Background: an optimization exercise with open tools, aiming at small area, a short achievable clock period and few clock cycles per item. Do not read the settings as production practice. Where RTL was checked, it was by simulation tests only, not by an equivalence proof against the original. Power is estimated from default activity; no workload was simulated.

Setup of delta:
## mult32x32
module mult32x32 (
    input logic clk,             
    input logic reset,           
    input logic start,           
    input logic [31:0] a,        
    input logic [31:0] b,        
    output logic busy,           
    output logic [63:0] product  
);
==> flow/config.mk <==
export PLATFORM = sky130hd
export DESIGN_NAME = mult32x32
export DESIGN_NICKNAME = mult32x32
export VERILOG_FILES = /design/flow/design.v
export SDC_FILE = /design/flow/constraint.sdc
export NUM_CORES = 4
export LEC_CHECK = 0
export CAP_MARGIN = 20
export CORE_MARGIN = 2
export CORE_UTILIZATION = 40
export CTS_BUF_LIST = sky130_fd_sc_hd__clkbuf_4 sky130_fd_sc_hd__clkbuf_8
export SLEW_MARGIN = 20
export SYNTH_HIERARCHICAL = 1
export SYNTH_MINIMUM_KEEP_SIZE = 0
==> flow/constraint.sdc <==
create_clock -name core_clock -period 12.0 [get_ports {clk}]
set_input_delay 2.4000 -clock core_clock [delete_from_list [all_inputs] [get_ports {clk}]]
set_output_delay 2.4000 -clock core_clock [all_outputs]
set_load 0.01 [all_outputs]
standard.sh (not shown) runs the stock make flow with config.mk's settings and CLKGATE_MAP_FILE= SYNTH_SCRIPT=/design/flow/synth_recipe.tcl, a recipe that flattens the netlist after the stock synthesis.
==> flow/flow/run.sh <==
#!/bin/bash
# Standard ORFS layout, with a plain buffer on each port and a tighter
# setup target for repair_timing.
set -euo pipefail
export BUFFER_PORTS_ARGS="-buffer_cell sky130_fd_sc_hd__buf_2"
export SETUP_SLACK_MARGIN=5.4
bash standard.sh > standard.log 2>&1
delta completed; timing, DRC and antenna clean
Testbench counts of delta, summed over its fixed seeds: cycles 3,200, items 3,200.
Input changes introduced in maple (baseline for comparison: delta):
- clearing CTS_BUF_LIST, which used to be sky130_fd_sc_hd__clkbuf_4 sky130_fd_sc_hd__clkbuf_8
--- a/flow/flow/run.sh
+++ b/flow/flow/run.sh
@@ -6 +6 @@
-export SETUP_SLACK_MARGIN=5.4
+export SETUP_SLACK_MARGIN=5.75
- Via count of the first global-routing pass up 372 in maple wrt delta
- Taking delta as the reference, in maple global routing usage on met1 held steady, first-pass GRT wire length grew by about 1.6%, total power consumption of the routed design grew by 5.5%.
- maple: overall fraction of global-route tracks in use 0.57 points above delta
- maple vs. delta: worst setup slack rose by 0.33 ns; number of filler cells placed in the layout dropped 255.
- Compared with delta, maple shows a fraction of standard cell area that is sequential that is 0.88 points lower.
- maple against delta: signal arrival time at the worst endpoint up 2.24 ns; aggregate routed wire length shows an increase of 5.3%; total of clock buffers placed in the layout now sits higher.
The inputs of juniper differ from those of maple as listed below.
- putting GPL_ROUTABILITY_DRIVEN at 0 where nothing was set
--- a/flow/flow/run.sh
+++ b/flow/flow/run.sh
@@ -6 +6 @@
-export SETUP_SLACK_MARGIN=5.75
+export SETUP_SLACK_MARGIN=5.5
==> run notes <==
- Measured against each other, juniper and maple differ in pin count of the biggest net entering global routing, the lower figure coming from juniper.
- Between juniper and maple, it is juniper whose placement-stage cell area is lower, by 1.2%.
- [compare] base=maple new=juniper: post-route worst setup slack lower; worst setup timing slack at the placement stage lower; leakage power lower; total power lower.
- juniper has ratio of final minimum period to clock period above what maple had.
Relative to juniper, the following input files were edited for tundra:
- clearing GPL_ROUTABILITY_DRIVEN, which used to be 0
- putting TNS_END_PERCENT at 30 where nothing was set
Notes after the runs:
On overall power of the completed layout, tundra tracks juniper almost exactly. Between juniper and tundra, the utilization after layout figures differ only marginally. juniper → tundra: met3 usage in global routing moved down, areal power density over the cells saw an increase.

========
Setup of JK:
Starting RTL as in the previous note.
clock: 12.0 ns
lec_check: 0
cap_margin: 20
core_margin: 2
core_utilization: 40
slew_margin: 20
synth_hierarchical: 1
synth_minimum_keep_size: 0
==> flow/flow/run.sh <==
#!/bin/bash
# Standard ORFS layout, with a plain buffer on each port and a tighter
# setup target for repair_timing.
set -euo pipefail
export BUFFER_PORTS_ARGS="-buffer_cell sky130_fd_sc_hd__buf_2"
export SETUP_SLACK_MARGIN=5.5
bash standard.sh > standard.log 2>&1
Testbench counts of JK, summed over its fixed seeds: cycles 3,200, items 3,200.
[inputs] MS vs JK
Settings: putting CTS_BUF_LIST at sky130_fd_sc_hd__clkbuf_4 sky130_fd_sc_hd__clkbuf_8 where nothing was set.
==> flow/flow/run.sh <==
#!/bin/bash
# Standard ORFS layout, with a plain buffer on each port and a tighter
# setup target for repair_timing.
set -euo pipefail
export BUFFER_PORTS_ARGS="-buffer_cell sky130_fd_sc_hd__buf_2"
export SETUP_SLACK_MARGIN=5.6
bash standard.sh > standard.log 2>&1
Notes after the runs:
- Critical path depth ends up lower on JK.
- Taking JK as the reference point, the power of the clock network of MS falls by 29%.
- Worst setup margin: MS vs JK up 74 ps
- Between MS and JK, it is MS whose clock buffer count is higher, by 1.
Edits applied to the flow inputs when going from MS to AL:
Settings: PLACE_DENSITY now 0.8, previously not set.
==> flow/flow/run.sh <==
#!/bin/bash
# Standard ORFS layout, with a plain buffer on each port and a tighter
# setup target for repair_timing.
set -euo pipefail
export BUFFER_PORTS_ARGS="-buffer_cell sky130_fd_sc_hd__buf_2"
export SETUP_SLACK_MARGIN=5.5
bash standard.sh > standard.log 2>&1
[summary]
- Between MS and AL, total internal power decreased.
- Against MS, worst hold slack in AL came out worse.
- Setup slack after placement deteriorates in AL relative to MS.
- The worst setup slack of AL was inferior to that of MS.
- AL vs MS: wire length of the first global-routing pass down by a few percent
--- input diff AL..TR ---
Settings: CTS_BUF_LIST no longer set, was sky130_fd_sc_hd__clkbuf_4 sky130_fd_sc_hd__clkbuf_8; PLACE_DENSITY no longer set, was 0.8.
==> flow/flow/run.sh <==
#!/bin/bash
# Standard ORFS layout, with a plain buffer on each port and a tighter
# setup target for repair_timing.
set -euo pipefail
export BUFFER_PORTS_ARGS="-buffer_cell sky130_fd_sc_hd__buf_2"
export SETUP_SLACK_MARGIN=5.25
bash standard.sh > standard.log 2>&1
## What came out
Comparing AL against TR, there is no change at all in number of stages on the worst setup path.
TR against AL: delay contributed by the slowest stage of the critical path about even, detailed-routed wire length on met3 down about 15%, achievable clock frequency fell 3.3 MHz.
Against AL, TR comes in about 0.5% higher on combinational logic power.
Going from AL to TR, power density over the cells grew by a few percent.
Between TR and AL, it is TR whose portion of total power attributed to combinational logic is lower, by 1.4 points.
[diff] register-to-register slack, TR relative to AL: regression
TR did not stop at any stage, and its layout met the timing, design-rule and antenna checks.
Against AL, detailed placer's ending HPWL in TR rose by more than 10%.

========
Another version of the RTL of mult32x32 (not shown whole).
For scale: about 2,800 cells after synthesis, ~130 I/O pins, ~28,000 sq um of cells after synthesis.
==> flow/config.mk <==
export PLATFORM = sky130hd
export DESIGN_NAME = mult32x32
export DESIGN_NICKNAME = mult32x32
export VERILOG_FILES = /design/flow/design.v
export SDC_FILE = /design/flow/constraint.sdc
export NUM_CORES = 4
export LEC_CHECK = 0
export CAP_MARGIN = 20
export CORE_MARGIN = 2
export CORE_UTILIZATION = 40
export SLEW_MARGIN = 20
export SYNTH_HIERARCHICAL = 1
export SYNTH_MINIMUM_KEEP_SIZE = 0
==> flow/constraint.sdc <==
create_clock -name core_clock -period 12.0 [get_ports {clk}]
set_input_delay 2.4000 -clock core_clock [delete_from_list [all_inputs] [get_ports {clk}]]
set_output_delay 2.4000 -clock core_clock [all_outputs]
set_load 0.01 [all_outputs]
run.sh (not shown) runs the stock make flow with config.mk's settings and CLKGATE_MAP_FILE= SYNTH_SCRIPT=/design/flow/synth_recipe.tcl, a recipe that flattens the netlist after the stock synthesis.
Stock flow here: none of the scripts above is used.
Testbench counts at the start, summed over its fixed seeds: cycles 3,200, items 3,200.
Change:
==> flow/flow/run.sh (new file) <==
#!/bin/bash
# Standard ORFS layout, with a plain buffer on each port and a tighter
# setup target for repair_timing.
set -euo pipefail
export BUFFER_PORTS_ARGS="-buffer_cell sky130_fd_sc_hd__buf_2"
export SETUP_SLACK_MARGIN=5.5
bash standard.sh > standard.log 2>&1
==> flow/standard.sh (new file) <==
#!/bin/bash
# synth_recipe.tcl (not shown) runs the flow's synth.tcl, then flattens the netlist and writes it again
# the make line also repeats each setting of config.mk as NAME=value (left out here)
make -C /OpenROAD-flow-scripts/flow DESIGN_CONFIG=/design/flow/config.mk WORK_HOME=/design/flow/orfs CLKGATE_MAP_FILE= SYNTH_SCRIPT=/design/flow/synth_recipe.tcl "${@:-finish}"
removed: flow/run.sh
Hold slack degrades by 0.46 ns. Count of clock-buffer cells in the layout rises by 1. Clock skew does not change.

========
== v49 ==
Another version of the RTL of mult32x32 (not shown whole).
Size in the first run: roughly 2,500 cells after synthesis, roughly 130 flip-flops, roughly 27,000 um2 of cells after synthesis.
==> flow/config.mk <==
export PLATFORM = sky130hd
export DESIGN_NAME = mult32x32
export DESIGN_NICKNAME = mult32x32
export VERILOG_FILES = /design/flow/design.v
export SDC_FILE = /design/flow/constraint.sdc
export NUM_CORES = 4
export LEC_CHECK = 0
export CAP_MARGIN = 20
export CORE_MARGIN = 2
export CORE_UTILIZATION = 40
export SLEW_MARGIN = 20
export SYNTH_HIERARCHICAL = 1
export SYNTH_MINIMUM_KEEP_SIZE = 0
==> flow/constraint.sdc <==
create_clock -name core_clock -period 12.0 [get_ports {clk}]
set_input_delay 2.4000 -clock core_clock [delete_from_list [all_inputs] [get_ports {clk}]]
set_output_delay 2.4000 -clock core_clock [all_outputs]
set_load 0.01 [all_outputs]
standard.sh (not shown) runs the stock make flow with config.mk's settings and CLKGATE_MAP_FILE= SYNTH_SCRIPT=/design/flow/synth_recipe.tcl, a recipe that flattens the netlist after the stock synthesis.
==> flow/flow/run.sh <==
#!/bin/bash
# Standard ORFS layout, with a plain buffer on each port and a tighter
# setup target for repair_timing.
set -euo pipefail
export BUFFER_PORTS_ARGS="-buffer_cell sky130_fd_sc_hd__buf_2"
export SETUP_SLACK_MARGIN=6.0
bash standard.sh > standard.log 2>&1
v49: full flow OK, the timing, design-rule and antenna checks passed
Input-level comparison between v31 and v49:
--- a/flow/flow/run.sh
+++ b/flow/flow/run.sh
@@ -6 +6 @@
-export SETUP_SLACK_MARGIN=6.0
+export SETUP_SLACK_MARGIN=5.75
[summary]
- v31: PASS, flow complete, no timing, DRC or antenna violations
- Summary: with v49 as the reference, final non-filler cell total in v31 moved down by a few percent.
- The lower number of non-clock inverters of v31 and v49 is in v49.
- Between v49 and v31, placed instance area decreased.
- Total non-filler cell area in the finished layout: v31 < v49
- Going from v49 to v31, overall routing resource usage down 2.1 points, count of plain and timing-repair buffers down 99, number of multi-input combinational cells in the layout flat, fraction of met3 tracks used by global routing down 0.51 points, leakage power summed over all cells down 7.8%.
Edits applied to the flow inputs when going from v31 to v28:
--- a/flow/flow/run.sh
+++ b/flow/flow/run.sh
@@ -6 +6 @@
-export SETUP_SLACK_MARGIN=5.75
+export SETUP_SLACK_MARGIN=5.5
Findings:
Side by side, hold slack turned out lower in v28 than in v31.
Comparing the two runs side by side, v28 comes out ahead of v31 on total power.
v28 reports its capture point of the critical path as arith.carry_q[45]$_DFFE_PP_ while v31 reports arith.carry_q[23]$_DFFE_PP_.
Between v28 and v31, the multi-input logic portion of the cell area is higher for v28.
v31 → v28: final wirelength -about 6.5%, via count of the first global-routing pass decreased by 486 relative to the old numbers.
Global routing met3 resource utilization: v28 vs v31, no meaningful difference
Relative to v31, fraction of layout instances using a drive strength above 1 has decreased by 7.5 points in v28.
Relative to v31, total placed instance area has decreased by 0.89% in v28.
Area added between synthesis and finish in v28 is 7.7 points lower than in v31
No functional check of the RTL was part of any run of this note.

==> static timing again, ports no longer ideal <==
Ports are ideal in the flow. The routed layouts listed here were re-timed in OpenROAD.
Step 1 sets driving cells, clkbuf_16 on the clock port and buf_2 on the other inputs (assumed; they add their load-dependent delay and slew).
Step 2 adds t to the input delays and takes it off the output delays; t is the mean of the earliest and latest rising clock arrival at the registers after step 1. Input paths then give back, and output paths get back, about the clock's delay inside the block.
a / b / c = ideal / step 1 / step 2; a / b = the first two.
run | shift t [ns] | setup slack, ns | worst hold slack (ns) | clock arrival spread, ns | worst data-port slew with drivers (ns)
delta | 0.557 | 5.451 / 5.400 / 4.962 | 1.233 / 1.233 / 1.233 | 0.021 / 0.021 | 0.07
maple | 0.502 | 5.777 / 5.775 / 5.303 | 1.215 / 1.215 / 1.215 | 0.019 / 0.019 | 0.04
juniper | 0.504 | 5.577 / 5.614 / 5.110 | 1.199 / 1.199 / 1.199 | 0.012 / 0.012 | 0.05
tundra | 0.503 | 5.557 / 5.572 / 5.081 | 1.205 / 1.205 / 1.205 | 0.016 / 0.016 | 0.06
JK | 0.497 | 5.576 / 5.553 / 5.105 | 1.209 / 1.209 / 1.209 | 0.016 / 0.015 | 0.06
MS | 0.536 | 5.650 / 5.680 / 5.144 | 1.212 / 1.212 / 1.212 | 0.025 / 0.025 | 0.05
AL | 0.559 | 5.536 / 5.543 / 4.984 | 1.201 / 1.201 / 1.201 | 0.015 / 0.015 | 0.06
TR | 0.528 | 5.394 / 5.382 / 4.868 | 1.247 / 1.247 / 1.247 | 0.018 / 0.018 | 0.09
the first run of note 3 | 0.498 | 4.534 / 4.560 / 4.061 | 1.300 / 1.300 / 1.300 | 0.017 / 0.017 | 0.06
the second run of note 3 | 0.497 | 5.529 / 5.555 / 5.058 | 0.837 / 0.837 / 0.837 | 0.020 / 0.020 | 0.05
v49 | 0.532 | 5.750 / 5.763 / 5.231 | 0.787 / 0.787 / 0.787 | 0.010 / 0.011 | 0.18
v31 | 0.516 | 5.685 / 5.701 / 5.185 | 0.811 / 0.811 / 0.811 | 0.010 / 0.010 | 0.20
v28 | 0.514 | 5.516 / 5.560 / 5.046 | 0.778 / 0.778 / 0.778 | 0.014 / 0.014 | 0.11
After both steps every run listed still meets setup and hold. The setup slack of AL, which loses most, moves by +0.007 ns with the drivers and by -0.552 ns with both steps.
